From an optimization exercise on the open Yosys and OpenROAD flow, aimed at small area; shortcuts taken in it are not production practice.
Function was checked by simulation only, so behaviour that the tests miss may differ from the original.
Power figures rest on the tool's default switching activity, not on a simulated workload.

--- flow/config.mk ---
export PLATFORM = sky130hd
export DESIGN_NAME = xc3s_uart
export DESIGN_NICKNAME = xc3s_uart
export VERILOG_FILES = /design/flow/design.v
export SDC_FILE = /design/flow/constraint.sdc
export NUM_CORES = 4
export LEC_CHECK = 0
export CAP_MARGIN = 20
export CORE_MARGIN = 2
export CORE_UTILIZATION = 40
export SLEW_MARGIN = 20
--- flow/constraint.sdc ---
create_clock -name core_clock -period 20.0 [get_ports {CLK_50M}]
set_input_delay 4.0000 -clock core_clock [delete_from_list [all_inputs] [get_ports {CLK_50M}]]
set_output_delay 4.0000 -clock core_clock [all_outputs]
set_load 0.01 [all_outputs]
--- flow/design.v ---
`resetall
`timescale 1ns / 1ps
`default_nettype none
module uart_rx #(
    parameter [0:0] RESET_DATA = 1 )
    (
    input  wire clk,
    input  wire rst,  
    input  wire rx,
    output reg  [7:0] d,
    output reg  dv
    );
reg [1:0] rx_i;  
reg [8:0] clk_count;  
reg [3:0] bit_count;  
wire [8:0] clk_next = {clk_count[7:0], ~( clk_count[8] ^ clk_count[4] )};
wire [3:0] bit_next = {bit_count[2:0], ~( bit_count[3] ^ bit_count[2] )};
wire clk_wrap = ( 9'b101101100 == clk_count );  
wire clk_sample = ( 9'b000100110 == clk_count );  
wire idle = ~bit_count[2] & ~bit_count[0];  
wire last = bit_count[3] & ~bit_count[2] & ~bit_count[1];  
always @(posedge clk) begin
    rx_i <= {rx_i[0], rx};
    clk_count <= clk_wrap ? 9'd0 : clk_next;
    dv <= 0;
    if ( idle && ( 2'b10 == rx_i )) begin
        clk_count <= 0;
    end else if ( clk_sample ) begin
        if ( idle ) begin
            if ( !rx ) begin
                bit_count <= 4'b0001;  
            end
        end else begin
            bit_count <= bit_next;
            if ( !last ) begin
                d <= {rx, d[7:1]};
            end else begin
                dv <= 1;
                bit_count <= 0;
            end
        end
    end
    if ( rst ) begin
        rx_i <= 2'b11;
        clk_count <= 0;
        bit_count <= 0;
        if ( RESET_DATA ) begin
            d <= 0;
        end
    end
end
endmodule  
module uart_tx (
    input  wire clk,
    input  wire rst,  
    input  wire [7:0] din,
    input  wire ld,  
    input  wire dv,  
    output reg  dr,  
    output wire dr_next,  
    output reg  tx
    );
reg [8:0] clk_count;  
reg [3:0] bit_count;  
reg [7:0] d;
wire [8:0] clk_next = {clk_count[7:0], ~( clk_count[8] ^ clk_count[4] )};
wire [3:0] bit_next = {bit_count[2:0], ~( bit_count[3] ^ bit_count[2] )};
wire clk_wrap = ( 9'b101101100 == clk_count );  
wire clk_zero = ( 9'd0 == clk_count );
wire bit_zero = ~bit_count[2] & ~bit_count[1] & ~bit_count[0];  
wire bit_stop = bit_count[3] & ~bit_count[2] & ~bit_count[1];  
wire bit_end = ~bit_count[2] & bit_count[1] & ~bit_count[0];  
wire frame_end = clk_wrap & bit_end;
assign dr_next = ( dv & dr ) ? 1'b0 : ( frame_end | dr );
always @(posedge clk) begin
    clk_count <= clk_wrap ? 9'd0 : clk_next;
    if ( frame_end ) begin
        bit_count <= 0;
        dr <= 1;
    end
    if ( ld ) begin
        d <= din;
    end
    if ( dv && dr ) begin
        dr <= 0;
        clk_count <= 0;
        bit_count <= 0;
        tx <= 1;
    end
    if ( !dr && clk_zero ) begin
        bit_count <= bit_next;
        tx <= 1;
        if ( bit_zero ) begin
            tx <= 0;  
        end else if ( !bit_stop && !bit_end ) begin
            tx <= d[0];
            d <= d >> 1;
        end
    end
    if ( rst ) begin
        tx <= 1;
        dr <= 1;
    end
end
endmodule  
`resetall
`timescale 1ns / 1ps
`default_nettype none
module uart_io (
    input  wire clk,
    input  wire rst,  
    output reg  [4:0] io_rx_d,  
    output reg  io_rx_dv,
    output wire rx_fifo_nz,
    input  wire [7:0] io_tx_d,
    input  wire io_tx_dv,
    output wire io_tx_dr,
    input  wire [7:0] rx_d,
    input  wire rx_dv,
    output reg  [7:0] tx_d,  
    output reg  tx_ld,  
    output reg  tx_dv,
    input  wire tx_dr_i,  
    input  wire tx_dr_next  
    );
localparam [7:0] BS = 8'h08;
localparam [7:0] CR = 8'h0D;
localparam [7:0] LF = 8'h0A;
localparam [7:0] XON = 8'h11;
localparam [7:0] XOFF = 8'h13;
localparam [7:0] SPACE = 8'h20;
reg [4:0] fifo [0:7];
reg [3:0] rx_count;  
reg rx_enable;
reg [2:0] tx_count;  
reg tx_prompt;
reg tx_bs;
reg tx_space;
reg tx_xon;
reg tx_next;  
wire tx_dr = tx_dr_i & ~tx_dv;
assign rx_fifo_nz = |rx_count;
assign io_tx_dr = tx_dr & tx_xon & ~( tx_prompt | tx_space | tx_bs );
wire rx_0_9 = ( 4'h3 == rx_d[7:4] ) && ( rx_d[3:0] <= 4'h9 );
wire rx_a_f = ( 3'b010 == {rx_d[7:6], rx_d[4]} ) && ( rx_d[3:0] != 4'h0 ) && ( rx_d[3:0] <= 4'h6 );
wire [4:0] rx_hex = {rx_0_9 | rx_a_f, rx_d[6] ? rx_d[3:0] + 4'h9 : rx_d[3:0]};
reg [7:0] prompt_d;
always @(*) begin
    case ( tx_count )
    3'd0 : prompt_d = LF;
    3'd1 : prompt_d = "X";
    3'd2 : prompt_d = "C";
    3'd3 : prompt_d = "3";
    3'd4 : prompt_d = "S";
    default : prompt_d = ">";
    endcase
end
integer i;
always @(posedge clk) begin
    io_rx_dv <= 0;
    if ( rx_dv ) begin
        if ( |rx_d[7:5] ) begin  
            if ( !rx_count[3] ) begin
                fifo[rx_count[2:0]] <= rx_hex;
                rx_count <= rx_count + 4'd1;
            end
        end
        if ( BS == rx_d ) begin
            if ( rx_fifo_nz ) begin
                rx_count <= rx_count - 4'd1;
                tx_space <= 1;
            end
        end
        if ( CR == rx_d ) begin
            rx_enable <= 1;
            tx_prompt <= 1;
            tx_count <= 0;
        end
        if ( XON == rx_d ) begin
            tx_xon <= 1;
        end
        if ( XOFF == rx_d ) begin
            tx_xon <= 0;
        end
    end else if ( rx_fifo_nz ) begin
        if ( rx_enable ) begin
            io_rx_d <= fifo[0];
            io_rx_dv <= 1;
            for ( i = 0; i < 7; i = i + 1 ) begin
                fifo[i] <= fifo[i+1];
            end
            rx_count <= rx_count - 4'd1;
        end
    end else begin
        rx_enable <= 0;  
    end
    if ( tx_dr ) begin
        if ( tx_prompt ) begin
            if ( 3'd5 == tx_count ) begin
                tx_prompt <= 0;
            end else begin
                tx_count <= tx_count + 3'd1;
            end
        end
        if ( tx_space ) begin
            tx_space <= 0;
            tx_bs <= 1;
        end
        if ( tx_bs ) begin
            tx_bs <= 0;
        end
        if ( io_tx_dr && io_tx_dv ) begin
            if ( CR == io_tx_d ) begin
                tx_prompt <= 1;
                tx_count <= 0;
            end
        end
    end
    tx_dv <= tx_next;
    if ( rst ) begin
        rx_count <= 0;
        rx_enable <= 0;
        tx_prompt <= 0;
        tx_bs <= 0;
        tx_space <= 0;
        tx_xon <= 1;
    end
end
always @(*) begin
    tx_d = rx_d;  
    tx_next = 0;
    if ( rx_dv ) begin
        if ( |rx_d[7:5] ) begin
            tx_next = 1;
        end
        if (( BS == rx_d ) && rx_fifo_nz ) begin
            tx_next = 1;
        end
        if ( CR == rx_d ) begin
            tx_next = 1;
        end
    end
    if ( tx_dr ) begin
        if ( tx_prompt ) begin
            tx_d = prompt_d;
            tx_next = 1;
        end
        if ( tx_space ) begin
            tx_d = SPACE;
            tx_next = 1;
        end
        if ( tx_bs ) begin
            tx_d = BS;
            tx_next = 1;
        end
        if ( io_tx_dr && io_tx_dv ) begin
            tx_d = io_tx_d;
            tx_next = 1;
        end
    end
    tx_ld = tx_next & tx_dr_next;
end
endmodule  
`resetall
`timescale 1ns / 1ps
`default_nettype none
module xc3s_uart(
    input  wire CLK_50M,  
    input  wire ARST,  
    input wire UART_RX,  
    output wire UART_TX,  
    input wire UART_RX_A,  
    output wire UART_TX_A,  
    input wire [2:0] BTN,
    input wire [7:0] SWT,
    output wire [7:0] LED,
    output wire [3:0] SSG_AN_n,  
    output wire [6:0] SSG_n,  
    output wire SSG_DP_n  
    );
localparam [7:0] CR = 8'h0D;
wire clk = CLK_50M;
reg [2:0] rst_delay;  
wire rst = ~rst_delay[2];
always @(posedge clk) begin
    if ( !rst_delay[2] ) begin
        rst_delay <= rst_delay + 3'd1;
    end
    if ( ARST ) begin
        rst_delay <= 0;
    end
end
wire [7:0] uart1_rx_d;
wire uart1_rx_dv;
wire [7:0] uart1_tx_d;
wire uart1_tx_ld;
wire uart1_tx_dv;
wire uart1_tx_dr;
wire uart1_tx_dr_next;
uart_rx #(.RESET_DATA(0)) uart1_rx(
    .clk(clk),
    .rst(rst),
    .rx(UART_RX),
    .d(uart1_rx_d),
    .dv(uart1_rx_dv)
    );
uart_tx uart1_tx(
    .clk(clk),
    .rst(rst),
    .din(uart1_tx_d),
    .ld(uart1_tx_ld),
    .dv(uart1_tx_dv),
    .dr(uart1_tx_dr),
    .dr_next(uart1_tx_dr_next),
    .tx(UART_TX)
    );
wire [7:0] uart2_rx_d;
wire uart2_rx_dv;
wire uart2_tx_dr;
wire uart2_tx_dr_next;
uart_rx #(.RESET_DATA(1)) uart2_rx(
    .clk(clk),
    .rst(rst),
    .rx(UART_RX_A),
    .d(uart2_rx_d),
    .dv(uart2_rx_dv)
    );
uart_tx uart2_tx(
    .clk(clk),
    .rst(rst),
    .din(uart1_rx_d),
    .ld(uart1_rx_dv & uart2_tx_dr),
    .dv(uart1_rx_dv),
    .dr(uart2_tx_dr),
    .dr_next(uart2_tx_dr_next),
    .tx(UART_TX_A)
    );
wire [4:0] io_rx_d;
wire io_rx_dv;
wire rx_fifo_nz;
wire [7:0] io_tx_d;
reg io_tx_dv;
wire io_tx_dr;
uart_io console(
    .clk(clk),
    .rst(rst),
    .io_rx_d(io_rx_d),
    .io_rx_dv(io_rx_dv),
    .rx_fifo_nz(rx_fifo_nz),
    .io_tx_d(io_tx_d),
    .io_tx_dv(io_tx_dv),
    .io_tx_dr(io_tx_dr),
    .rx_d(uart1_rx_d),
    .rx_dv(uart1_rx_dv),
    .tx_d(uart1_tx_d),
    .tx_ld(uart1_tx_ld),
    .tx_dv(uart1_tx_dv),
    .tx_dr_i(uart1_tx_dr),
    .tx_dr_next(uart1_tx_dr_next)
    );
reg [10:0] clk_count;
reg [1:0] ssg_an_sel;
wire clk_ones = &clk_count[9:0];
wire clk_tick = clk_ones & clk_count[10];  
always @(posedge clk) begin
    clk_count <= {clk_count[9:0], ~( clk_count[10] ^ clk_count[8] ) ^ clk_ones};
    if ( clk_tick ) begin
        ssg_an_sel <= ssg_an_sel + 2'd1;
    end
    if ( rst ) begin
        clk_count <= 11'b11111111110;
        ssg_an_sel <= 0;
    end
end
reg [6:0] ssg_seg;
reg [3:0] ssg_on;  
reg [3:0] ssg_dp;  
reg [3:0] ssg_digit [0:3];
wire ssg_an_on = ssg_on[ssg_an_sel];
wire [3:0] ssg_digit_sel = ssg_digit[ssg_an_sel];
always @(*) begin
    case ( ssg_digit_sel )
    4'h0 : ssg_seg = 7'b1000000;
    4'h1 : ssg_seg = 7'b1111001;
    4'h2 : ssg_seg = 7'b0100100;
    4'h3 : ssg_seg = 7'b0110000;
    4'h4 : ssg_seg = 7'b0011001;
    4'h5 : ssg_seg = 7'b0010010;
    4'h6 : ssg_seg = 7'b0000010;
    4'h7 : ssg_seg = 7'b1111000;
    4'h8 : ssg_seg = 7'b0000000;
    4'h9 : ssg_seg = 7'b0010000;
    4'hA : ssg_seg = 7'b0001000;
    4'hB : ssg_seg = 7'b0000011;
    4'hC : ssg_seg = 7'b1000110;
    4'hD : ssg_seg = 7'b0100001;
    4'hE : ssg_seg = 7'b0000110;
    default : ssg_seg = 7'b0001110;
    endcase
end
assign SSG_AN_n[0] = ssg_an_on | ~( ssg_an_sel == 2'd0 );
assign SSG_AN_n[1] = ssg_an_on | ~( ssg_an_sel == 2'd1 );
assign SSG_AN_n[2] = ssg_an_on | ~( ssg_an_sel == 2'd2 );
assign SSG_AN_n[3] = ssg_an_on | ~( ssg_an_sel == 2'd3 );
assign SSG_DP_n = ssg_dp[ssg_an_sel];
assign SSG_n = ssg_dp[ssg_an_sel] ? ssg_seg : 7'h7F;
assign LED[0] = uart2_rx_d[0] | rst;
assign LED[3:1] = uart2_rx_d[3:1];
assign LED[4] = uart2_rx_d[4] | BTN[0];
assign LED[5] = uart2_rx_d[5] | BTN[1];
assign LED[6] = uart2_rx_d[6] | BTN[2];
assign LED[7] = uart2_rx_d[7] | ARST;
reg [2:0] u_rx_count;  
reg u_rxd_cmd_0;  
reg [15:0] u_rxd_param;
reg [15:0] u_txd;  
reg [2:0] u_tx_count;  
reg u_rx_end;
reg u_tx_enable;
wire u_hex = io_rx_d[4];
wire [3:0] u_nib = io_rx_d[3:0];
wire [3:0] u_tx_nib = u_txd[15:12];
assign io_tx_d = !u_tx_enable ? CR :
    {4'h0, u_tx_nib} + (( u_tx_nib < 4'hA ) ? "0" : ( "A" - 8'h0A ));
wire u_tx_send = u_tx_enable && io_tx_dr && !io_tx_dv;
always @(posedge clk) begin
    u_rx_end <= 0;
    if ( io_rx_dv ) begin
        ssg_dp <= {u_hex, ssg_dp[3:1]};
        if ( u_hex ) begin
            ssg_on <= {1'b0, ssg_on[3:1]};
            if ( 3'd0 == u_rx_count ) begin
                u_rxd_cmd_0 <= ( 4'h0 == u_nib );
            end
            if ( 3'd2 == u_rx_count ) begin
                u_rxd_param[15:12] <= u_nib;
            end
            if ( 3'd3 == u_rx_count ) begin
                u_rxd_param[11:8] <= u_nib;
            end
            if ( 3'd4 == u_rx_count ) begin
                u_rxd_param[7:4] <= u_nib;
            end
            if ( 3'd5 == u_rx_count ) begin
                u_rxd_param[3:0] <= u_nib;
            end
            if ( 3'd6 != u_rx_count ) begin
                u_rx_count <= u_rx_count + 3'd1;
            end
        end
        u_rx_end <= ~rx_fifo_nz;
        ssg_digit[0] <= ssg_digit[1];
        ssg_digit[1] <= ssg_digit[2];
        ssg_digit[2] <= ssg_digit[3];
        ssg_digit[3] <= u_nib;
    end
    if ( u_rx_end ) begin
        if ( u_rxd_cmd_0 ) begin
            if ( 3'd1 == u_rx_count ) begin
                if ( !u_tx_send ) begin
                    u_txd <= {SWT, uart1_rx_d};
                end
                u_tx_enable <= 1;
            end
            if ( 3'd5 == u_rx_count ) begin
                ssg_on <= 4'b1111;  
                if ( !u_tx_send ) begin
                    u_txd <= u_rxd_param;
                end
                u_tx_enable <= 1;
            end
        end
        u_rx_count <= 0;
        u_tx_count <= 0;
    end
    if ( io_tx_dv && !( u_rx_end && u_rxd_cmd_0 &&
            (( 3'd1 == u_rx_count ) || ( 3'd5 == u_rx_count )))) begin
        u_txd <= {u_txd[11:0], 4'h0};
    end
    io_tx_dv <= 0;
    if ( u_tx_send ) begin
        io_tx_dv <= 1;
        if ( 3'd4 == u_tx_count ) begin
            u_tx_enable <= 0;
        end else begin
            u_tx_count <= u_tx_count + 3'd1;
        end
    end
    if ( rst ) begin
        ssg_on <= 4'b1111;
        ssg_dp <= 4'b1111;
        ssg_digit[0] <= 0;
        ssg_digit[1] <= 0;
        ssg_digit[2] <= 0;
        ssg_digit[3] <= 0;
        u_rx_count <= 0;
        u_rxd_param[3:0] <= 0;
        u_tx_enable <= 0;
    end
end
endmodule  
--- flow/flow/run.sh ---
#!/bin/bash
# The standard layout (standard.sh), with three changes to how it is made:
# - synthesis leaves adders to ABC (no half/full adder cell extraction) and
#   maps the logic with an area-oriented ABC script (flow/abc.script: &deepsyn,
#   then delay-relaxed &nf), in place of ORFS's abc_speed.script;
# - port buffers are buf_1 cells;
# - the clock tree uses clkbuf_8 cells in clusters of up to 16 sinks, without
#   dummy loads.
set -euo pipefail
rm -rf scripts_abc
cp -r "$FLOW_HOME/scripts" scripts_abc
cp flow/abc.script scripts_abc/abc_speed.script
export BUFFER_PORTS_ARGS="-buffer_cell sky130_fd_sc_hd__buf_1"
export CTS_ARGS="-sink_clustering_enable -repair_clock_nets -dont_use_dummy_load -buf_list sky130_fd_sc_hd__clkbuf_8 -sink_clustering_size 16 -sink_clustering_max_diameter 100"
ADDER_MAP_FILE= SCRIPTS_DIR="$PWD/scripts_abc" bash standard.sh synth > synth.log 2>&1
bash standard.sh > layout.log 2>&1
--- flow/flow/abc.script ---
&get -n
&st
&deepsyn -T 30
&dch -f
&nf -R 1000 -p -F 8 -A 4
&put
topo
stime -c
dnsize -c
--- flow/standard.sh ---
#!/bin/bash
# synth_recipe.tcl (not shown) runs the flow's synth.tcl, then flattens the netlist and writes it again
# the make line also repeats each setting of config.mk as NAME=value (left out here)
make -C /OpenROAD-flow-scripts/flow DESIGN_CONFIG=/design/flow/config.mk WORK_HOME=/design/flow/orfs CLKGATE_MAP_FILE= SYNTH_SCRIPT=/design/flow/synth_recipe.tcl "${@:-finish}"
==> summary.txt, run 1 <==
Status -> finished clean
RSZ-0062 raised after global routing -> no
Reg2reg end -> console.fifo[4][4]
# DRC -> 0
Largest net degree at the start of global routing -> 63
Largest fanout on the critical path -> 4
Vias in the first global route -> 5,839
# H-tree levels -> 1
Post-synth EDFFs -> 86
Clk sinks -> 234
Min Tclk post-route -> 8430 ps
Netlist cell types -> 55
Mapped Nets -> 817
Aggregate routed wire length -> 17.0 mm
HP Class -> reg -> reg
CTS Root Cell -> clkbuf_8
Fin. Hold Viols -> 0
Setup_tns -> 0 ps
Post-CTS setup repair buffer count -> 0
Setup violators final -> 0
Routed vias/inst -> 5.40
Number of diodes -> 0
Clock latency (worst-skew pair) -> 530 ps
LEAKAGE -> 3.54 nW
DIE HEIGHT -> 154 µm
Number of max-cap violations -> 0
Avg WL per Cell -> 15.0 µm
Final WS setup -> 11,570 ps
CTS clk-pin slew, worst paths -> 100 ps
Core area -> 22,000 µm²
Gr usage total -> 14.3%
Period utilization -> 42.1%
Register area share after synthesis -> 61.5%
Post-Route M1 WL -> 8.52 mm
DRT antenna net count -> 0
Layout cell share with drive strength beyond 1 -> 3.39%
Critical Path RT -> 16,000 ps
Synth Area per Inst -> 11.2 µm²
Iter 0 DRT Violations -> 464
PortBufs -> 36
Worst-Margin Slew -> 1120 ps
CTS buffer count -> 18
CTS tree -> yes
Reg2Reg Depth -> 7
Clock tree buffer depth -> 3
Routed vias -> 6,132
Worst hold endpoint -> console.io_rx_d[0]
Main synth FF type -> dfxtp_1
Worst Hold Depth -> 0
Initial Util -> 41.1%
Die width -> 154 µm
IR drop worst, VDD -> 0.0461 mV
Row count -> 54
Worst reg-to-reg setup slack -> 15,960 ps
Pre-CTS setup slack -> 11,560 ps
Top sig layer -> met4
First-pass GRT wire length -> 28.7 mm
NumNets Final -> 872
Pre-antenna DRT Iters -> 7
Met2 WL -> 7.46 mm
Final-report max-slew violation count -> 0
Initial antenna violation count -> 0
Power per Cell Area -> 76.9 nW/µm²
GRT overflow -> 0
Placer Congestion -> 0.808
RR Startpoint -> console.rx_count[1]
Tightest slew margin relative to the limit -> 24.9%
Asr flop ratio synth -> 0%
Post-CTS Hold Buffers -> 0
Placed wire-length estimate -> 11.1 mm
Startpoint Class -> input port
Die area -> 23,800 µm²
Cell count after synthesis -> 802
Setup CP Type -> in -> out
Ys Warns -> 6
Peak Freq -> 0.119 GHz
Final Skew -> 59.0 ps
Crit path arrival time -> 4430 ps
FF+latch count, synth -> 234
CP Capture Type -> primary output
Io pins -> 37
Post-Synthesis Cell Area -> 9020 µm²
Met3 WL -> 746 µm
Hold_sp -> console.fifo[0][0]
Post_cts resized -> 0
Area grow syn2layout -> 8.34%
cell type report:
cell class              instances  area (µm²)
clock buffers                  18         248
fillers                      2091       12200
inverters                      23        86.3
multi-input cells             542        3390
flip-flops and latches        234        5550
well taps                     280         350
repair buffers                 38         150
metrics by stage:
| step | cells | instance area [µm²] | util [%] | hold WS [ps] | power [W] |
|---|---|---|---|---|---|
| after detailed placement | 1117 | 9510 | 43.3 | 405 | 0.000540 |
| after global routing | 1135 | 9770 | 44.5 | 437 | 0.000786 |
| after CTS | 1135 | 9750 | 44.4 | 428 | 0.000763 |
| final | 1135 | 9770 | 44.5 | 427 | 0.000752 |
| after floorplan | 802 | 9020 | - | 400 | 0.000532 |
| after global placement | 1117 | 9510 | 43.3 | 403 | 0.000539 |
power breakdown:
part / leakage, nW / switching (W) / internal (W)
combinational: 1.42 / 0.0000103 / 0.00000929
sequential: 1.98 / 0.00000730 / 0.000501
clock: 0.129 / 0.000142 / 0.0000813
total: 3.54 / 0.000160 / 0.000592
layout by cell type, fill, tap and decap left out, types with 23 or more instances in the layout:
master | synthesis | routed
dfxtp_1 | 148 | 147
edfxtp_1 | 86 | 86
nand2_1 | 81 | 81
nor2_1 | 45 | 45
o21ai_0 | 44 | 44
buf_1 | 0 | 36
nand2b_1 | 33 | 33
nor2b_1 | 32 | 32
a21o_1 | 31 | 31
a22o_1 | 31 | 31
a21oi_1 | 30 | 30
and2_0 | 26 | 26
clkinv_1 | 23 | 23
sequential cells by signal, summed over array words and instances, names as in the netlist, 4 cells and up:
register            cells
console.fifo           40
ssg_digit              16
u_rxd_param            16
u_txd                  16
clk_count              11
uart1_rx.clk_count      9
uart1_tx.clk_count      9
uart2_rx.clk_count      9
uart2_tx.clk_count      9
uart1_rx.d              8
uart1_tx.d              8
uart2_rx.d              8
uart2_tx.d              8
console.io_rx_d         5
console.rx_count        4
ssg_dp                  4
ssg_on                  4
uart1_rx.bit_count      4
uart1_tx.bit_count      4
uart2_rx.bit_count      4
uart2_tx.bit_count      4
logic make-up (layout without fill, tap and decap cells):
family                    Yosys count  count (layout)  synth area share [%]
and+or+nand+nor                   313             313                  18.4
DFF                               234             234                  61.5
AOI/OAI and AO/OA                 216             216                  17.1
buffers and inverters              26              79                  1.21
xor gates and xnor gates            9               9                 0.874
muxes                               4               4                 0.999
worst max-delay path, stage by stage:
cell	delay, ps
buf_1	110
or2_0	200
buf_1	120
synth_stat cells (all sizes together) (3+ instances only):
cell type    n  share of area (%)
mux4         4                1.0
nor3        14               0.78
edfxtp      86                 29
or3          3               0.21
buf          3               0.25
a22oi        6               0.50
clkinv      23               0.96
o21ai       44                2.4
a222oi      16                1.8
o21a        12                1.0
and3        10               0.69
nand3b       4               0.33
nor4b        3               0.29
and2        26                1.8
a21o        31                2.6
o221ai       6               0.58
o22ai        7               0.49
xor2         7               0.68
nor2b       32                2.2
nor4         9               0.62
a21oi       30                1.7
a21boi       3               0.25
a22o        31                3.0
a31oi        4               0.28
nand2       81                3.4
nand3       20                1.1
or2          7               0.49
nor2        45                1.9
o22a         6               0.58
nor3b        8               0.67
nand2b      33                2.3
dfxtp      148                 33
nand4        6               0.42
how the worst max path moves through the flow:
stage | depth (start not counted) | from | slack [ps] | to
after floorplan | 1 | BTN[0] | 11760 | LED[4]
after global placement | 3 | ARST | 11580 | LED[7]
after detailed placement | 3 | ARST | 11560 | LED[7]
after CTS | 3 | ARST | 11570 | LED[7]
after global routing | 3 | ARST | 11540 | LED[7]
final | 3 | ARST | 11570 | LED[7]
routing by layer:
| metal | track usage (%) | vias up |
|---|---|---|
| li1 | - | 3088 |
| met1 | 20.6 | 2920 |
| met2 | 22.6 | 103 |
| met3 | 2.30 | 21 |
| met4 | 3.78 | 0 |
| met5 | 0 | - |
==> inputs of run 2 (changes only) <==
--- a/flow/design.v
+++ b/flow/design.v
@@ -10,3 +10,3 @@
     output reg  [7:0] d,
-    output reg  dv
+    output wire dv
     );
@@ -21,2 +21,3 @@
 wire last = bit_count[3] & ~bit_count[2] & ~bit_count[1];  
+assign dv = ~bit_count[2] & bit_count[1] & ~bit_count[0];  
 always @(posedge clk) begin
@@ -24,3 +25,2 @@
     clk_count <= clk_wrap ? 9'd0 : clk_next;
-    dv <= 0;
     if ( idle && ( 2'b10 == rx_i )) begin
@@ -33,8 +33,5 @@
         end else begin
-            bit_count <= bit_next;
+            bit_count <= bit_next;  
             if ( !last ) begin
                 d <= {rx, d[7:1]};
-            end else begin
-                dv <= 1;
-                bit_count <= 0;
             end
@@ -42,2 +39,5 @@
     end
+    if ( dv ) begin
+        bit_count <= 0;
+    end
     if ( rst ) begin
@@ -58,5 +58,5 @@
     input  wire dv,  
-    output reg  dr,  
+    output wire dr,  
     output wire dr_next,  
-    output reg  tx
+    output wire tx
     );
@@ -64,3 +64,3 @@
 reg [3:0] bit_count;  
-reg [7:0] d;
+reg [7:0] d;  
 wire [8:0] clk_next = {clk_count[7:0], ~( clk_count[8] ^ clk_count[4] )};
@@ -69,7 +69,10 @@
 wire clk_zero = ( 9'd0 == clk_count );
-wire bit_zero = ~bit_count[2] & ~bit_count[1] & ~bit_count[0];  
+assign dr = &bit_count;
+wire bit_start = ~bit_count[3] & ~bit_count[2] & ~bit_count[1] & bit_count[0];  
 wire bit_stop = bit_count[3] & ~bit_count[2] & ~bit_count[1];  
 wire bit_end = ~bit_count[2] & bit_count[1] & ~bit_count[0];  
+wire bit_zero = ~bit_count[2] & ~bit_count[1] & ~bit_count[0];  
 wire frame_end = clk_wrap & bit_end;
 assign dr_next = ( dv & dr ) ? 1'b0 : ( frame_end | dr );
+assign tx = bit_start ? 1'b0 : ( dr | bit_zero | bit_end | d[0] );
 always @(posedge clk) begin
@@ -77,4 +80,3 @@
     if ( frame_end ) begin
-        bit_count <= 0;
-        dr <= 1;
+        bit_count <= 4'b1111;
     end
@@ -84,6 +86,4 @@
     if ( dv && dr ) begin
-        dr <= 0;
         clk_count <= 0;
         bit_count <= 0;
-        tx <= 1;
     end
@@ -91,8 +91,4 @@
         bit_count <= bit_next;
-        tx <= 1;
-        if ( bit_zero ) begin
-            tx <= 0;  
-        end else if ( !bit_stop && !bit_end ) begin
-            tx <= d[0];
-            d <= d >> 1;
+        if ( !bit_zero && !bit_start && !bit_stop && !bit_end ) begin
+            d <= d >> 1;  
         end
@@ -100,4 +96,3 @@
     if ( rst ) begin
-        tx <= 1;
-        dr <= 1;
+        bit_count <= 4'b1111;
     end
@@ -135,3 +130,2 @@
 reg [2:0] tx_count;  
-reg tx_prompt;
 reg tx_bs;
@@ -140,2 +134,3 @@
 reg tx_next;  
+wire tx_prompt = ~( tx_count[2] & tx_count[1] );
 wire tx_dr = tx_dr_i & ~tx_dv;
@@ -175,3 +170,2 @@
             rx_enable <= 1;
-            tx_prompt <= 1;
             tx_count <= 0;
@@ -198,4 +192,4 @@
         if ( tx_prompt ) begin
-            if ( 3'd5 == tx_count ) begin
-                tx_prompt <= 0;
+            if ( tx_count[2] & tx_count[0] ) begin  
+                tx_count <= 3'd7;
             end else begin
@@ -213,3 +207,2 @@
             if ( CR == io_tx_d ) begin
-                tx_prompt <= 1;
                 tx_count <= 0;
@@ -222,3 +215,3 @@
         rx_enable <= 0;
-        tx_prompt <= 0;
+        tx_count <= 3'd7;
         tx_bs <= 0;
@@ -418,3 +411,3 @@
 reg u_rx_end;
-reg u_tx_enable;
+wire u_tx_enable = ~( u_tx_count[2] & u_tx_count[0] );
 wire u_hex = io_rx_d[4];
@@ -425,2 +418,3 @@
 wire u_tx_send = u_tx_enable && io_tx_dr && !io_tx_dv;
+wire u_reply = u_rxd_cmd_0 && (( 3'd1 == u_rx_count ) || ( 3'd5 == u_rx_count ));
 always @(posedge clk) begin
@@ -462,3 +456,2 @@
                 end
-                u_tx_enable <= 1;
             end
@@ -469,3 +462,2 @@
                 end
-                u_tx_enable <= 1;
             end
@@ -473,6 +465,7 @@
         u_rx_count <= 0;
-        u_tx_count <= 0;
+        if ( u_tx_enable || u_reply ) begin
+            u_tx_count <= 0;
+        end
     end
-    if ( io_tx_dv && !( u_rx_end && u_rxd_cmd_0 &&
-            (( 3'd1 == u_rx_count ) || ( 3'd5 == u_rx_count )))) begin
+    if ( io_tx_dv && !( u_rx_end && u_reply )) begin
         u_txd <= {u_txd[11:0], 4'h0};
@@ -482,4 +475,4 @@
         io_tx_dv <= 1;
-        if ( 3'd4 == u_tx_count ) begin
-            u_tx_enable <= 0;
+        if ( u_tx_count[2] ) begin  
+            u_tx_count <= 3'd7;
         end else begin
@@ -497,3 +490,3 @@
         u_rxd_param[3:0] <= 0;
-        u_tx_enable <= 0;
+        u_tx_count <= 3'd7;
     end
==> run 2 against run 1 <==
Still clean. First-iteration DRC count grew 14%. Combinational power grew 65%. Non-clock buffer count grew 2. Final cell count grew 1.4%. Worst hold slack lost 1.9 ps. Total power grew 1.3%. Highest routed layer unchanged.
==> summary.txt, run 2 <==
Status -> finished clean
Fill count -> 2,045
CTS buffer count -> 18
# H-tree levels -> 1
Peak Freq -> 0.119 GHz
Number of diodes -> 0
Top post-synthesis cells by area -> dfxtp_1, edfxtp_1, nand2_1
Area grow syn2layout -> 8.50%
Cell count after synthesis -> 816
CP Cell Sequence -> buf_1 -> or2_0 -> buf_1
Post-CTS setup repair buffer count -> 0
NumNets Final -> 888
Clock latency (worst-skew pair) -> 520 ps
Startpoint Class -> input port
DIE HEIGHT -> 152 µm
Largest register FFs -> 40
Reg2Reg Depth -> 5
Io pins -> 37
Slowest stage delay, CP -> 200 ps
Largest net degree at the start of global routing -> 50
Largest fanout on the critical path -> 4
PortBufs -> 36
Routed vias/inst -> 5.40
Die width -> 152 µm
Die area -> 23,200 µm²
Clk sinks -> 227
Most common cell after layout, fill and taps aside -> dfxtp_1
Final-report max-slew violation count -> 0
CTS Root Cell -> clkbuf_8
Final Skew -> 53.8 ps
Placed wire-length estimate -> 11.6 mm
Post_cts resized -> 0
Setup CP Type -> in -> out
Placer Congestion -> 0.829
Synth Area per Inst -> 10.8 µm²
Layout cell share with drive strength beyond 1 -> 2.99%
Power per Cell Area -> 79.8 nW/µm²
RSZ-0062 raised after global routing -> no
Post-synth EDFFs -> 78
Setup violators final -> 0
Worst-Margin Slew -> 1090 ps
Ys Warns -> 6
Worst Hold Depth -> 1
CP Capture Type -> primary output
GRT Max-Usage Layer -> met2
Vias in the first global route -> 5,720
Most common cell in the netlist -> dfxtp_1
Netlist cell types -> 52
Tightest slew margin relative to the limit -> 27.1%
Crit path arrival time -> 4430 ps
Met2 GRT Util -> 22.8%
Biggest register -> console.fifo
HP Class -> reg -> reg
Asr flop ratio synth -> 0%
Non-filler cells, final -> 1,151
FF+latch count, synth -> 227
Initial Util -> 40.6%
Setup_tns -> 0 ps
Met3 Use GR -> 2.33%
Commonest cells after routing, fill and taps aside -> dfxtp_1, nand2_1, edfxtp_1, nor2_1, a21oi_1
CP max-delay cell -> or2_0
Core area -> 21,700 µm²
Number of max-cap violations -> 0
Most common cell on crit path -> buf_1
GR Util met1 -> 21.0%
Top cell type's share of synthesized area -> 33.9%
Initial antenna violation count -> 0
Fin. Hold Viols -> 0
First-pass GRT wire length -> 28.8 mm
# DRC -> 0
Period utilization -> 42.2%
Pre-antenna DRT Iters -> 7
Min Tclk post-route -> 8430 ps
Clock tree buffer depth -> 3
Largest area contributor in the netlist -> dfxtp_1
Iter 0 DRT Violations -> 528
Avg WL per Cell -> 14.9 µm
Aggregate routed wire length -> 17.2 mm
Main synth FF type -> dfxtp_1
RR Startpoint -> console.rx_count[1]
Register area share after synthesis -> 60.5%
Row count -> 54
Gr usage total -> 14.5%
Cell Count Post-Placement -> 1,133
Post-Synthesis Cell Area -> 8800 µm²
LEAKAGE -> 3.46 nW
Critical Path RT -> 16,000 ps
Post-synth top cells -> dfxtp_1, nand2_1, edfxtp_1, nor2_1, a21oi_1
Mapped Nets -> 831
Post-CTS Hold Buffers -> 0
DRT antenna net count -> 0
CTS tree -> yes
Hold_sp -> clk_count[9]
GRT overflow -> 0
CTS clk-pin slew, worst paths -> 90 ps
IR drop worst, VDD -> 0.0453 mV
CP startpoint -> ARST
Routed vias -> 6,211
run 2: cell count changes after synthesis, sizes merged, moves of 8 or more:
cell    previous run  this run
o21ai             44        29
edfxtp            86        78
nor2b             32        14
nor2              45        66
nand2             81        93
a21oi             30        53
run 2: cells by family (layout without fill, tap and decap cells):
kind of cell | Yosys count | after routing | share of synthesized area, %
mux | 3 | 3 | 0.626
simple gates | 333 | 333 | 19.3
flops | 227 | 227 | 60.5
buf+inv | 23 | 78 | 1.11
xor+xnor | 11 | 11 | 1.09
compound gates | 219 | 219 | 17.4
run 2: metrics by stage:
stage / instance area, µm² / utilization, % / total power [W] / worst slack [ps] / hold slack, ps
4_1_cts: 9550 / 44.0 / 0.000775 / 11570 / 413
2_1_floorplan: 8800 / - / 0.000544 / 11760 / 400
5_1_grt: 9550 / 44.0 / 0.000799 / 11520 / 429
3_3_place_gp: 9300 / 42.9 / 0.000555 / 11580 / 401
3_5_place_dp: 9300 / 42.9 / 0.000556 / 11580 / 405
6_report: 9550 / 44.0 / 0.000762 / 11570 / 425
run 2: final cells by class:
class	instances	area (µm²)	area share, %
inverter	20	75.1	0.786
clock buffer	18	248	2.59
tap	280	350	3.67
timing repair buffer	40	165	1.73
sequential	227	5330	55.8
multi-input combinational	566	3380	35.4
run 2: path summary, 6_finish.rpt:
kind                              to  slack, ps
hold / removal         clk_count[10]        430
setup reg to reg  console.fifo[7][4]      16200
setup / recovery              LED[7]      11570
hold reg to reg        clk_count[10]        430
run 2: power by group:
group	switching (W)	leakage, nW	internal, W
clock	0.000135	0.129	0.0000811
sequential	0.0000153	1.89	0.000497
combinational	0.0000155	1.44	0.0000170
total	0.000166	3.46	0.000595
run 2: critical path, delay by kind of cell:
family / cells / cell delay, ps
and+or+nand+nor: 1 / 200
buffers and inverters: 2 / 230
run 2: per-layer routing:
metal,wire (µm),vias up
li1,-,3145
met1,8570,2936
met2,7610,110
met3,708,20
met4,289,0
met5,0,-
==> inputs of run 3 (changes only) <==
--- a/flow/design.v
+++ b/flow/design.v
@@ -52,3 +52,5 @@
 endmodule  
-module uart_tx (
+module uart_tx #(
+    parameter [0:0] EARLY = 0 )
+    (
     input  wire clk,
@@ -57,3 +59,2 @@
     input  wire ld,  
-    input  wire dv,  
     output wire dr,  
@@ -70,3 +71,4 @@
 assign dr = &bit_count;
-wire bit_start = ~bit_count[3] & ~bit_count[2] & ~bit_count[1] & bit_count[0];  
+wire bit_acc = EARLY & ( 4'b0101 == bit_count );
+wire bit_start = ( 4'b0001 == bit_count );  
 wire bit_stop = bit_count[3] & ~bit_count[2] & ~bit_count[1];  
@@ -75,4 +77,4 @@
 wire frame_end = clk_wrap & bit_end;
-assign dr_next = ( dv & dr ) ? 1'b0 : ( frame_end | dr );
-assign tx = bit_start ? 1'b0 : ( dr | bit_zero | bit_end | d[0] );
+assign dr_next = frame_end | dr;
+assign tx = bit_start ? 1'b0 : ( dr | bit_zero | bit_end | bit_acc | d[0] );
 always @(posedge clk) begin
@@ -84,6 +86,8 @@
         d <= din;
-    end
-    if ( dv && dr ) begin
-        clk_count <= 0;
-        bit_count <= 0;
+        if ( EARLY ) begin
+            bit_count <= 4'b0101;
+        end else begin
+            clk_count <= 0;
+            bit_count <= 0;
+        end
     end
@@ -91,3 +95,3 @@
         bit_count <= bit_next;
-        if ( !bit_zero && !bit_start && !bit_stop && !bit_end ) begin
+        if ( !bit_zero && !bit_start && !bit_stop && !bit_end && !bit_acc ) begin
             d <= d >> 1;  
@@ -95,2 +99,6 @@
     end
+    if ( bit_acc ) begin
+        clk_count <= 0;
+        bit_count <= 0;
+    end
     if ( rst ) begin
@@ -116,4 +124,3 @@
     output reg  tx_ld,  
-    output reg  tx_dv,
-    input  wire tx_dr_i,  
+    input  wire tx_dr,  
     input  wire tx_dr_next  
@@ -135,3 +142,2 @@
 wire tx_prompt = ~( tx_count[2] & tx_count[1] );
-wire tx_dr = tx_dr_i & ~tx_dv;
 assign rx_fifo_nz = |rx_count;
@@ -211,3 +217,2 @@
     end
-    tx_dv <= tx_next;
     if ( rst ) begin
@@ -289,3 +294,2 @@
 wire uart1_tx_ld;
-wire uart1_tx_dv;
 wire uart1_tx_dr;
@@ -299,3 +303,3 @@
     );
-uart_tx uart1_tx(
+uart_tx #(.EARLY(1)) uart1_tx(
     .clk(clk),
@@ -304,3 +308,2 @@
     .ld(uart1_tx_ld),
-    .dv(uart1_tx_dv),
     .dr(uart1_tx_dr),
@@ -320,3 +323,3 @@
     );
-uart_tx uart2_tx(
+uart_tx #(.EARLY(0)) uart2_tx(
     .clk(clk),
@@ -325,3 +328,2 @@
     .ld(uart1_rx_dv & uart2_tx_dr),
-    .dv(uart1_rx_dv),
     .dr(uart2_tx_dr),
@@ -349,4 +351,3 @@
     .tx_ld(uart1_tx_ld),
-    .tx_dv(uart1_tx_dv),
-    .tx_dr_i(uart1_tx_dr),
+    .tx_dr(uart1_tx_dr),
     .tx_dr_next(uart1_tx_dr_next)
==> run 3 against run 2 <==
Final cell count down 1.6%. Wire length about the same. Maximum frequency about the same. First-iteration DRC count down 30%. Critical path depth unchanged. Sequential power down 2%. Count of clock-buffer cells in the layout unchanged. Clock power about the same. Critical path type unchanged. Largest cell class unchanged.
==> summary.txt, run 3 <==
Status -> finished clean
PortBufs -> 36
CTS clk-pin slew, worst paths -> 90 ps
# H-tree levels -> 1
Multi-input gate area -> 3370 µm²
Fin. Hold Viols -> 0
Area grow syn2layout -> 8.76%
Core area -> 21,700 µm²
Power per Cell Area -> 78.7 nW/µm²
Post-synth top cells -> dfxtp_1, nand2_1, edfxtp_1, nor2_1, a21oi_1
Min Tclk post-route -> 8430 ps
Die width -> 152 µm
Largest fanout on the critical path -> 4
Cell Count Post-Placement -> 1,115
Setup CP Type -> in -> out
Most common cell in the netlist -> dfxtp_1
Number of max-cap violations -> 0
Pre-antenna DRT Iters -> 5
Row count -> 54
Post-CTS Hold Buffers -> 0
Non-filler cells, final -> 1,133
Mapped Nets -> 811
Critical Path RT -> 16,000 ps
Initial Util -> 40.4%
Cell count after synthesis -> 796
Post-Synthesis Cell Area -> 8770 µm²
CTS tree -> yes
Clk sinks -> 226
NumNets Final -> 870
CTS Root Cell -> clkbuf_8
Pre-CTS setup slack -> 11,570 ps
Peak Freq -> 0.119 GHz
Layout cell share with drive strength beyond 1 -> 3.52%
DRT antenna net count -> 0
Placer Congestion -> 0.831
Register area share after synthesis -> 60.5%
Period utilization -> 42.2%
Setup violators final -> 0
Top post-synthesis cells by area -> dfxtp_1, edfxtp_1, nand2_1
RSZ-0062 raised after global routing -> no
Post-CTS setup repair buffer count -> 0
Tightest slew margin relative to the limit -> 30.7%
Commonest cells after routing, fill and taps aside -> dfxtp_1, nand2_1, edfxtp_1, nor2_1, a21oi_1
Post-synth EDFFs -> 78
Iter 0 DRT Violations -> 372
Initial antenna violation count -> 0
Placed wire-length estimate -> 11.4 mm
Vias in the first global route -> 5,830
Crit path arrival time -> 4430 ps
Startpoint Class -> input port
Die area -> 23,100 µm²
Number of diodes -> 0
Clock tree buffer depth -> 3
LEAKAGE -> 3.42 nW
Register area -> 5310 µm²
Fill count -> 2,042
Post_cts resized -> 0
CP Capture Type -> primary output
Asr flop ratio synth -> 0%
Largest register FFs -> 40
First-pass GRT wire length -> 28.9 mm
Most common cell after layout, fill and taps aside -> dfxtp_1
Io pins -> 37
Clock latency (worst-skew pair) -> 490 ps
Netlist cell types -> 54
HP Class -> reg -> reg
CTS buffer count -> 18
Synth Area per Inst -> 11.0 µm²
Setup_tns -> 0 ps
Biggest register -> console.fifo
GRT overflow -> 0
# DRC -> 0
IR drop worst, VDD -> 0.0426 mV
Aggregate routed wire length -> 17.2 mm
Final WS setup -> 11,570 ps
Final Skew -> 57.5 ps
Largest net degree at the start of global routing -> 44
Worst-Margin Slew -> 1040 ps
FF+latch count, synth -> 226
Top cell type's share of synthesized area -> 33.8%
DIE HEIGHT -> 152 µm
Main synth FF type -> dfxtp_1
Avg WL per Cell -> 15.2 µm
Final-report max-slew violation count -> 0
Ys Warns -> 7
Routed vias -> 6,111
Gr usage total -> 14.6%
Largest area contributor in the netlist -> dfxtp_1
Worst reg-to-reg setup slack -> 16,510 ps
Routed vias/inst -> 5.39
==> run 3: cell families after synthesis <==
kind of cell	count (synthesis)	synth area share, %
xor+xnor	8	0.799
compound gates	227	18.4
flops	226	60.5
simple gates	307	18.1
mux	4	1.03
buf+inv	24	1.16
==> run 3: cell type report <==
class                           count  area share, %
Clock buffer                       18           2.60
Inverter                           21          0.827
Multi-Input combinational cell    546           35.4
Sequential cell                   226           55.6
Tap cell                          280           3.67
Timing Repair Buffer               42           1.89
==> run 3: report_power, final <==
part           internal, W  switching (W)
Clock            0.0000812       0.000137
Sequential        0.000491      0.0000124
Combinational    0.0000146      0.0000144
Total             0.000587       0.000164
==> run 3: layer usage <==
metal  up-vias  GRT usage (%)  routed length [µm]
met5         -              0                   0
met4         0           3.20                 288
met3        24           2.37                 694
met2       115           24.0                7720
met1      2873           20.5                8480
li1       3099              -                   -
==> run 3: through the flow <==
stage | hold slack, ps | total power, W | utilization (%) | instance area [µm²]
after detailed placement | 405 | 0.000543 | 42.8 | 9280
after CTS | 427 | 0.000760 | 43.9 | 9530
after global placement | 402 | 0.000543 | 42.8 | 9280
final | 425 | 0.000751 | 44.0 | 9540
after global routing | 440 | 0.000785 | 44.0 | 9540
after floorplan | 400 | 0.000533 | - | 8770
==> run 3: final timing paths <==
path,start,to,cells past startpoint
setup / recovery,ARST,LED[7],3
hold / removal,console.fifo[0][2],console.io_rx_d[2],0
setup reg to reg,uart1_tx.bit_count[2],u_txd[5],9
hold reg to reg,console.fifo[0][2],console.io_rx_d[2],0
==> run 3: critical path, stage by stage <==
cell and delay, ps:
buf_1 100, or2_0 200, buf_1 130
==> inputs of run 4 (changes only) <==
--- a/flow/flow/run.sh
+++ b/flow/flow/run.sh
@@ -6,3 +6,3 @@
 # - port buffers are buf_1 cells;
-# - the clock tree uses clkbuf_8 cells in clusters of up to 16 sinks, without
+# - the clock tree uses clkbuf_4 cells in clusters of up to 10 sinks, without
 #   dummy loads.
@@ -13,3 +13,3 @@
 export BUFFER_PORTS_ARGS="-buffer_cell sky130_fd_sc_hd__buf_1"
-export CTS_ARGS="-sink_clustering_enable -repair_clock_nets -dont_use_dummy_load -buf_list sky130_fd_sc_hd__clkbuf_8 -sink_clustering_size 16 -sink_clustering_max_diameter 100"
+export CTS_ARGS="-sink_clustering_enable -repair_clock_nets -dont_use_dummy_load -buf_list sky130_fd_sc_hd__clkbuf_4 -sink_clustering_size 10 -sink_clustering_max_diameter 60"
 ADDER_MAP_FILE= SCRIPTS_DIR="$PWD/scripts_abc" bash standard.sh synth > synth.log 2>&1
==> run 4 against run 3 <==
Still clean on timing, DRC and antenna. Count of clock-buffer cells in the layout is 9 higher. Register-to-register slack worse by 470 ps. Wire length is 1.8% higher. Utilization is 0.13 points lower. Maximum frequency hardly changed.
==> summary.txt, run 4 <==
Vias in the first global route -> 5,810
Core area -> 21,700 µm²
Largest area contributor in the netlist -> dfxtp_1
Gr usage total -> 14.9%
Routed vias/inst -> 5.43
PortBufs -> 36
Top cell type's share of synthesized area -> 33.7%
DRT antenna net count -> 0
GRT Max-Usage Layer -> met2
DIE HEIGHT -> 152 µm
LEAKAGE -> 3.44 nW
CP max-delay cell -> or2_0
Period utilization -> 42.2%
GR Util met1 -> 21.3%
Die area -> 23,200 µm²
Post-synthesis mux area share -> 0.470%
Clk sinks -> 226
Post-synthesis simple-gate area fraction -> 18.8%
Largest family of logic cells by synthesized area -> simple AND/OR/NAND/NOR gates
Critical Path RT -> 16,000 ps
Clock tree buffer depth -> 3
NumNets Final -> 892
Peak Freq -> 0.119 GHz
Post_cts resized -> 0
Startpoint Class -> input port
Netlist cell types -> 55
Setup CP Type -> in -> out
Placer Congestion -> 0.813
Die width -> 152 µm
Iter 0 DRT Violations -> 534
Clock latency (worst-skew pair) -> 650 ps
Setup_tns -> 0 ps
Most common cell after layout, fill and taps aside -> dfxtp_1
FF+latch count, synth -> 226
Main synth FF type -> dfxtp_1
Cell count after synthesis -> 810
Tightest slew margin relative to the limit -> 32.7%
Power Total -> 0.000696 W
Crit path arrival time -> 4430 ps
Mapped Nets -> 825
Cell Count Post-Placement -> 1,128
Met2 GRT Util -> 23.3%
IR drop worst, VDD -> 0.0339 mV
Number of max-cap violations -> 0
Biggest register -> console.fifo
Post-Synthesis Cell Area -> 8790 µm²
Ys Warns -> 7
Placed wire-length estimate -> 11.6 mm
Largest register FFs -> 40
Most common cell on crit path -> buf_1
Final Skew -> 48.2 ps
Non-filler cells, final -> 1,156
CTS Root Cell -> clkbuf_4
HP Class -> reg -> reg
Synth Area per Inst -> 10.9 µm²
Largest fanout on the critical path -> 4
Asr flop ratio synth -> 0%
Row count -> 54
Commonest cells after routing, fill and taps aside -> dfxtp_1, nand2_1, edfxtp_1, nor2_1, a21oi_1
Final-report max-slew violation count -> 0
Fin. Hold Viols -> 0
Most common cell in the netlist -> dfxtp_1
Initial antenna violation count -> 1
Area grow syn2layout -> 8.12%
Post-CTS Hold Buffers -> 0
Pre-CTS setup slack -> 11,570 ps
Synth Area in Adders -> 0%
First-pass GRT wire length -> 29.4 mm
Post-synth EDFFs -> 78
Aggregate routed wire length -> 17.5 mm
Register area share after synthesis -> 60.3%
Avg WL per Cell -> 15.1 µm
Setup violators final -> 0
Initial Util -> 40.5%
Largest net degree at the start of global routing -> 48
Worst-Margin Slew -> 1010 ps
Met3 Use GR -> 2.47%
CTS buffer count -> 27
Post-CTS setup repair buffer count -> 0
RSZ-0062 raised after global routing -> no
Buf+Inv Stages, Crit Path -> 2
Routed vias -> 6,282
Io pins -> 37
CTS tree -> yes
CTS clk-pin slew, worst paths -> 90 ps
Min Tclk post-route -> 8430 ps
CP Capture Type -> primary output
Synth Area in Compound Gates -> 18.6%
Layout cell share with drive strength beyond 1 -> 3.89%
Status -> finished clean
Pre-antenna DRT Iters -> 12
# DRC -> 0
# H-tree levels -> 1
Top post-synthesis cells by area -> dfxtp_1, edfxtp_1, nand2_1
GRT overflow -> 0
Power per Cell Area -> 73.3 nW/µm²
Slowest stage delay, CP -> 200 ps
CP Cell Sequence -> buf_1 -> or2_0 -> buf_1
Final WS setup -> 11,570 ps
Xor and xnor area share after synthesis -> 0.797%
Post-synth top cells -> dfxtp_1, nand2_1, edfxtp_1, nor2_1, a21oi_1
CP top delay family -> buffers and inverters
## run 4: cell types whose count changed in the layout (fill, tap and decap cells not counted), sizes merged, moves of 4 or more
cell / change
o211ai: -6
o21a: +14
a21oi: -4
mux4: -4
clkbuf: +9
a21o: -15
nand2b: +5
and2: +6
and3: +6
o22ai: +5
nand2: +8
## run 4: metal layers
layer | vias up | share of wire (%)
li1 | 3182 | -
met1 | 2962 | 50
met2 | 103 | 44
met3 | 35 | 3.7
met4 | 0 | 2.2
met5 | - | 0
## run 4: cell families (layout without fill, tap and decap cells)
group | count (synthesis) | count (layout)
buf+inv | 21 | 86
flops | 226 | 226
mux | 4 | 4
simple gates | 322 | 322
other cells | 0 | 1
compound gates | 229 | 229
xor+xnor | 8 | 8
## run 4: layout make-up
type | count | area, µm²
fill | 2051 | 12200
multi-input combinational | 563 | 3410
inverter | 18 | 67.6
antenna | 1 | 2.50
sequential | 226 | 5310
clock buffer | 27 | 203
timing repair buffer | 41 | 173
tap | 280 | 350
## run 4: per-stage QoR
step | cell area (µm²) | util [%] | hold slack [ps]
after floorplan | 8790 | - | 400
after global placement | 9300 | 42.9 | 407
after detailed placement | 9300 | 42.9 | 412
after CTS | 9500 | 43.8 | 435
after global routing | 9510 | 43.8 | 452
final | 9510 | 43.8 | 431
## run 4: worst paths after layout
path,start,end,slack [ps],cells after the start
worst min-delay path,console.fifo[0][1],console.io_rx_d[1],430,0
worst min register to register,console.fifo[0][1],console.io_rx_d[1],430,0
worst max-delay path,ARST,LED[7],11570,3
worst max register to register,console.rx_count[1],console.fifo[5][3],16040,6
## run 4: report_power, final
group | total (W) | internal, W | leakage (nW) | switching (W)
Clock | 0.000201 | 0.0000620 | 0.124 | 0.000139
Sequential | 0.000480 | 0.000477 | 1.93 | 0.00000346
Combinational | 0.0000152 | 0.00000619 | 1.39 | 0.00000898
Total | 0.000696 | 0.000545 | 3.44 | 0.000151
==> inputs of run 5 (changes only) <==
--- a/flow/config.mk
+++ b/flow/config.mk
@@ -10,2 +10,3 @@
 export CORE_UTILIZATION = 40
+export PLACE_DENSITY = 0.85
 export SLEW_MARGIN = 20
==> run 5 against run 4 <==
Global-route usage shrank 0.71 points. Critical path depth unchanged. First-iteration DRC count rose by 0.75%. Largest cell class unchanged. Largest power group unchanged.
==> summary.txt, run 5 <==
Status -> finished clean
Routed vias/inst -> 5.55
Reg2Reg Depth -> 6
CTS buffer count -> 26
Post-synthesis mux area share -> 0.470%
Non-filler cells, final -> 1,154
Clk sinks -> 226
NumNets Final -> 890
Mapped Nets -> 825
Ys Warns -> 7
CTS clk-pin slew, worst paths -> 110 ps
# DRC -> 0
Placed wire-length estimate -> 11.4 mm
Min Tclk post-route -> 8430 ps
CTS tree -> yes
RR Startpoint -> console.rx_count[1]
Number of max-cap violations -> 0
Final Cell Area -> 9500 µm²
CP Capture Type -> primary output
Most common cell in the netlist -> dfxtp_1
Worst hold endpoint -> console.io_rx_d[0]
Gr usage total -> 14.2%
Top post-synthesis cells by area -> dfxtp_1, edfxtp_1, nand2_1
Vias in the first global route -> 6,119
Cell count after synthesis -> 810
Fin Hold WS -> 429 ps
HP Class -> reg -> reg
Initial Util -> 40.5%
Xor and xnor area share after synthesis -> 0.797%
Main synth FF type -> dfxtp_1
Die width -> 152 µm
Setup CP Type -> in -> out
Crit path arrival time -> 4430 ps
Avg WL per Cell -> 14.6 µm
Largest register FFs -> 40
Pre-antenna DRT Iters -> 6
Tightest slew margin relative to the limit -> 33.9%
Fin. Hold Viols -> 0
Post-synthesis simple-gate area fraction -> 18.8%
First-pass GRT wire length -> 28.4 mm
Biggest register -> console.fifo
Largest net degree at the start of global routing -> 48
Synth Area in Compound Gates -> 18.6%
Largest fanout on the critical path -> 4
Synth Area per Inst -> 10.9 µm²
Io pins -> 37
PortBufs -> 36
Post-synth top cells -> dfxtp_1, nand2_1, edfxtp_1, nor2_1, a21oi_1
Critical Path RT -> 16,000 ps
Period utilization -> 42.2%
Clock latency (worst-skew pair) -> 640 ps
Core area -> 21,700 µm²
Worst-Margin Slew -> 988 ps
Layout cell share with drive strength beyond 1 -> 3.67%
Post-CTS Hold Buffers -> 0
Worst Hold Depth -> 0
Power Total -> 0.000688 W
Setup_tns -> 0 ps
Reg2reg end -> console.fifo[5][4]
Commonest cells after routing, fill and taps aside -> dfxtp_1, nand2_1, edfxtp_1, nor2_1, a21oi_1
Area grow syn2layout -> 8.01%
DRT antenna net count -> 0
CTS Root Cell -> clkbuf_4
Peak Freq -> 0.119 GHz
Initial antenna violation count -> 1
Row count -> 54
Most common cell after layout, fill and taps aside -> dfxtp_1
Iter 0 DRT Violations -> 538
Final Skew -> 30.2 ps
Die area -> 23,200 µm²
Power per Cell Area -> 72.5 nW/µm²
Final-report max-slew violation count -> 0
Hold_sp -> console.fifo[0][0]
FF+latch count, synth -> 226
IR drop worst, VDD -> 0.0329 mV
RSZ-0062 raised after global routing -> no
Post-CTS setup repair buffer count -> 0
Dpl cell area -> 9290 µm²
Post_cts resized -> 0
Largest family of logic cells by synthesized area -> simple AND/OR/NAND/NOR gates
# H-tree levels -> 1
Placer Congestion -> 0.852
Cell Count Post-Placement -> 1,126
Clock tree buffer depth -> 3
Startpoint Class -> input port
DIE HEIGHT -> 152 µm
GRT overflow -> 0
Largest area contributor in the netlist -> dfxtp_1
Asr flop ratio synth -> 0%
Aggregate routed wire length -> 16.8 mm
Register area share after synthesis -> 60.3%
Setup violators final -> 0
Netlist cell types -> 55
Synth Area in Adders -> 0%
Post-synth EDFFs -> 78
Routed vias -> 6,404
Worst reg-to-reg setup slack -> 16,070 ps
Post-Synthesis Cell Area -> 8790 µm²
LEAKAGE -> 3.44 nW
Top cell type's share of synthesized area -> 33.7%
[run 5: cell counts after synthesis]
No cell type changed its count.
[run 5: metrics by stage]
step	setup WS (ps)	utilization, %
2_1_floorplan	11760	-
5_1_grt	11540	43.8
3_3_place_gp	11590	42.8
4_1_cts	11560	43.7
6_report	11570	43.8
3_5_place_dp	11560	42.8
[run 5: power by group]
part,internal [W],leakage (nW),switching (W)
clock,0.0000598,0.120,0.000133
sequential,0.000477,1.93,0.00000330
combinational,0.00000604,1.39,0.00000909
[run 5: logic make-up after synthesis]
family / count (synthesis)
buffers and inverters: 21
XOR/XNOR: 8
multiplexers: 4
AO/OA/AOI/OAI: 229
AND/OR/NAND/NOR: 322
flip-flops: 226
[run 5: worst max path at each step]
stage,start,endpoint
3_3_place_gp,ARST,LED[7]
6_report,ARST,LED[7]
5_1_grt,ARST,LED[7]
4_1_cts,ARST,LED[7]
2_1_floorplan,BTN[0],LED[4]
3_5_place_dp,ARST,LED[7]
[run 5: per-layer routing]
layer	vias to the layer above	routed length (µm)	global-route usage [%]
met4	0	300	4.45
li1	3183	-	-
met5	-	0	0
met3	34	865	2.65
met2	160	8070	23.9
met1	3027	7560	18.5
[run 5: final cells by class]
class | instances | area [µm²]
Antenna cell | 1 | 2.50
Clock buffer | 26 | 195
Fill cell | 1952 | 12200
Inverter | 18 | 67.6
Multi-Input combinational cell | 563 | 3410
Sequential cell | 226 | 5310
Tap cell | 280 | 350
Timing Repair Buffer | 40 | 165
[run 5: worst max-delay path, stage by stage]
cell   delay [ps]
buf_1         100
or2_0         200
buf_1         130
==> inputs of run 6 (changes only) <==
--- a/flow/design.v
+++ b/flow/design.v
@@ -491,2 +491,3 @@
         u_rxd_param[3:0] <= 0;
+        u_txd <= 0;
         u_tx_count <= 3'd7;
==> run 6 against run 5 <==
Still clean on timing, DRC and antenna. Final area is 0.94% lower. Combinational power is essentially flat. Register-to-register slack improved by 240 ps. Clock power about the same. Setup slack got worse by 4.8 ps. Non-clock buffer count is the same.
==> summary.txt, run 6 <==
Status -> finished clean
Buf+Inv Stages, Crit Path -> 2
Core area -> 21,600 µm²
Asr flop ratio synth -> 0%
Placed wire-length estimate -> 11.2 mm
Initial Util -> 40.3%
Io pins -> 37
Hold_sp -> console.fifo[0][4]
# H-tree levels -> 1
Largest fanout on the critical path -> 4
Fin. Hold Viols -> 0
Reg2Reg Depth -> 5
Most common cell in the netlist -> dfxtp_1
CTS clk-pin slew, worst paths -> 100 ps
Area grow syn2layout -> 7.95%
Setup CP Type -> in -> out
IR drop worst, VDD -> 0.0342 mV
Largest net degree at the start of global routing -> 57
Fill count -> 1,997
Final Skew -> 58.8 ps
Top cell type's share of synthesized area -> 36.7%
Top post-synthesis cells by area -> dfxtp_1, edfxtp_1, nand2_1
LEAKAGE -> 3.45 nW
Post-synth EDFFs -> 66
Main synth FF type -> dfxtp_1
Iter 0 DRT Violations -> 411
RR Startpoint -> console.rx_count[1]
Die width -> 152 µm
CTS buffer count -> 26
Min Tclk post-route -> 8440 ps
Dpl cell area -> 9210 µm²
Biggest register -> console.fifo
Worst reg-to-reg setup slack -> 16,310 ps
Gr usage total -> 14.1%
Startpoint Class -> input port
Clk sinks -> 226
NumNets Final -> 902
FF+latch count, synth -> 226
Synth Area per Inst -> 10.6 µm²
RSZ-0062 raised after global routing -> no
Slowest stage delay, CP -> 200 ps
CP Capture Type -> primary output
Routed vias -> 6,377
Period utilization -> 42.2%
Post-Synthesis Cell Area -> 8720 µm²
Aggregate routed wire length -> 16.7 mm
Setup_tns -> 0 ps
Post-CTS Hold Buffers -> 0
Final WS setup -> 11,560 ps
Power per Cell Area -> 72.6 nW/µm²
Layout cell share with drive strength beyond 1 -> 3.73%
# DRC -> 0
Register area share after synthesis -> 59.5%
Avg WL per Cell -> 14.3 µm
GRT overflow -> 0
Final-report max-slew violation count -> 0
First-pass GRT wire length -> 27.0 mm
CP max-delay cell -> or2_0
Crit path arrival time -> 4440 ps
Worst-Margin Slew -> 1040 ps
Clock tree buffer depth -> 3
Ys Warns -> 7
DRT antenna net count -> 0
Post-CTS setup repair buffer count -> 0
Most common cell after layout, fill and taps aside -> dfxtp_1
Row count -> 54
Critical Path RT -> 16,000 ps
Pre-antenna DRT Iters -> 7
Cell count after synthesis -> 822
CP top delay family -> buffers and inverters
Die area -> 23,000 µm²
Utilization after layout -> 43.5%
Peak Freq -> 0.119 GHz
Vias in the first global route -> 5,841
Most common cell on crit path -> buf_1
CTS Root Cell -> clkbuf_4
Initial antenna violation count -> 1
Worst hold endpoint -> console.io_rx_d[4]
Mapped Nets -> 837
Post_cts resized -> 0
Placer Congestion -> 0.898
Routed vias/inst -> 5.47
Netlist cell types -> 54
Clock latency (worst-skew pair) -> 640 ps
Fin Hold WS -> 430 ps
Setup violators final -> 0
Post-synth top cells -> dfxtp_1, nand2_1, edfxtp_1, nor2_1, a21oi_1
Tightest slew margin relative to the limit -> 30.2%
Final Cell Area -> 9410 µm²
Largest area contributor in the netlist -> dfxtp_1
Commonest cells after routing, fill and taps aside -> dfxtp_1, nand2_1, edfxtp_1, nor2_1, a21oi_1
CTS tree -> yes
Pre-CTS setup slack -> 11,560 ps
Number of max-cap violations -> 0
PortBufs -> 36
Reg2reg end -> console.fifo[7][1]
CP Cell Sequence -> buf_1 -> or2_0 -> buf_1
Worst Hold Depth -> 0
Largest register FFs -> 40
DIE HEIGHT -> 152 µm
HP Class -> reg -> reg
## run 6: report_power, final
group	total [W]	leakage [nW]	switching (W)	internal, W
clock network	0.000193	0.120	0.000133	0.0000599
logic	0.0000154	1.43	0.00000989	0.00000553
registers	0.000475	1.90	0.00000252	0.000472
total	0.000683	3.45	0.000145	0.000538
## run 6: cell families after synthesis
group,share of synthesized area (%)
AOI/OAI and AO/OA,17.8
muxes,0.517
and+or+nand+nor,19.9
xor gates and xnor gates,1.21
DFF,59.5
buffers and inverters,1.08
## run 6: worst register-to-register path: cells and delay by family (launching register included)
family                 cells  cell delay (ps)
buffers and inverters      1              870
AND/OR/NAND/NOR            3             2140
AO/OA/AOI/OAI              1              170
flip-flops                 1              420
## run 6: how the worst max path moves through the flow
stage | start | endpoint | slack, ps | depth (start not counted)
after global routing | ARST | LED[7] | 11540 | 3
after floorplan | BTN[0] | LED[4] | 11760 | 1
final | ARST | LED[7] | 11560 | 3
after CTS | ARST | LED[7] | 11560 | 3
after global placement | ARST | LED[7] | 11590 | 3
after detailed placement | ARST | LED[7] | 11560 | 3
## run 6: metal layers
| metal | part of all wire, % | global-route usage [%] |
|---|---|---|
| met3 | 4.3 | 2.34 |
| met4 | 2.3 | 5.32 |
| met2 | 47 | 23.1 |
| met1 | 46 | 18.9 |
| met5 | 0 | 0 |
## run 6: per-stage QoR
stage	instances	total power [W]
after detailed placement	1139	0.000501
after CTS	1165	0.000690
after global routing	1166	0.000712
after global placement	1139	0.000500
final	1166	0.000683
after floorplan	822	0.000495
## run 6: area by class of cell
cell class / count / area, µm² / share of cell area, %
antenna: 1 / 2.50 / 0.0266
clock buffer: 26 / 195 / 2.07
inverter: 19 / 71.3 / 0.758
tap: 280 / 350 / 3.72
timing repair buffer: 40 / 165 / 1.76
multi-input combinational: 574 / 3440 / 36.5
sequential: 226 / 5190 / 55.1

## separate check: timing with driven ports
How much do the figures lean on ideal ports? The routed layouts below were timed once more, with nothing changed but the port constraints. Step 1 assumes that a clkbuf_16 drives the clock port and a buf_2 every other input. Step 2, shift: input delay + t, output delay - t, t = (earliest + latest rising clock arrival at the registers) / 2. This alone moves slack from input paths to output paths. a / b / c = no drivers / after step 1 / after step 2; a / b = the first two.
run	t (ns)	slack for setup (ns)	worst setup path at the end
run 1	0.537	11.572 / 11.551 / 11.551	input to output
run 2	0.530	11.568 / 11.544 / 11.544	input to output
run 3	0.513	11.568 / 11.547 / 11.547	input to output
run 4	0.662	11.570 / 11.550 / 11.550	input to output
run 5	0.661	11.570 / 11.550 / 11.550	input to output
run 6	0.651	11.565 / 11.542 / 11.542	input to output
After both steps setup and hold are still met in every run listed. The setup slack of run 2, which loses most, moves by -0.024 ns with the drivers and by -0.024 ns with both steps.
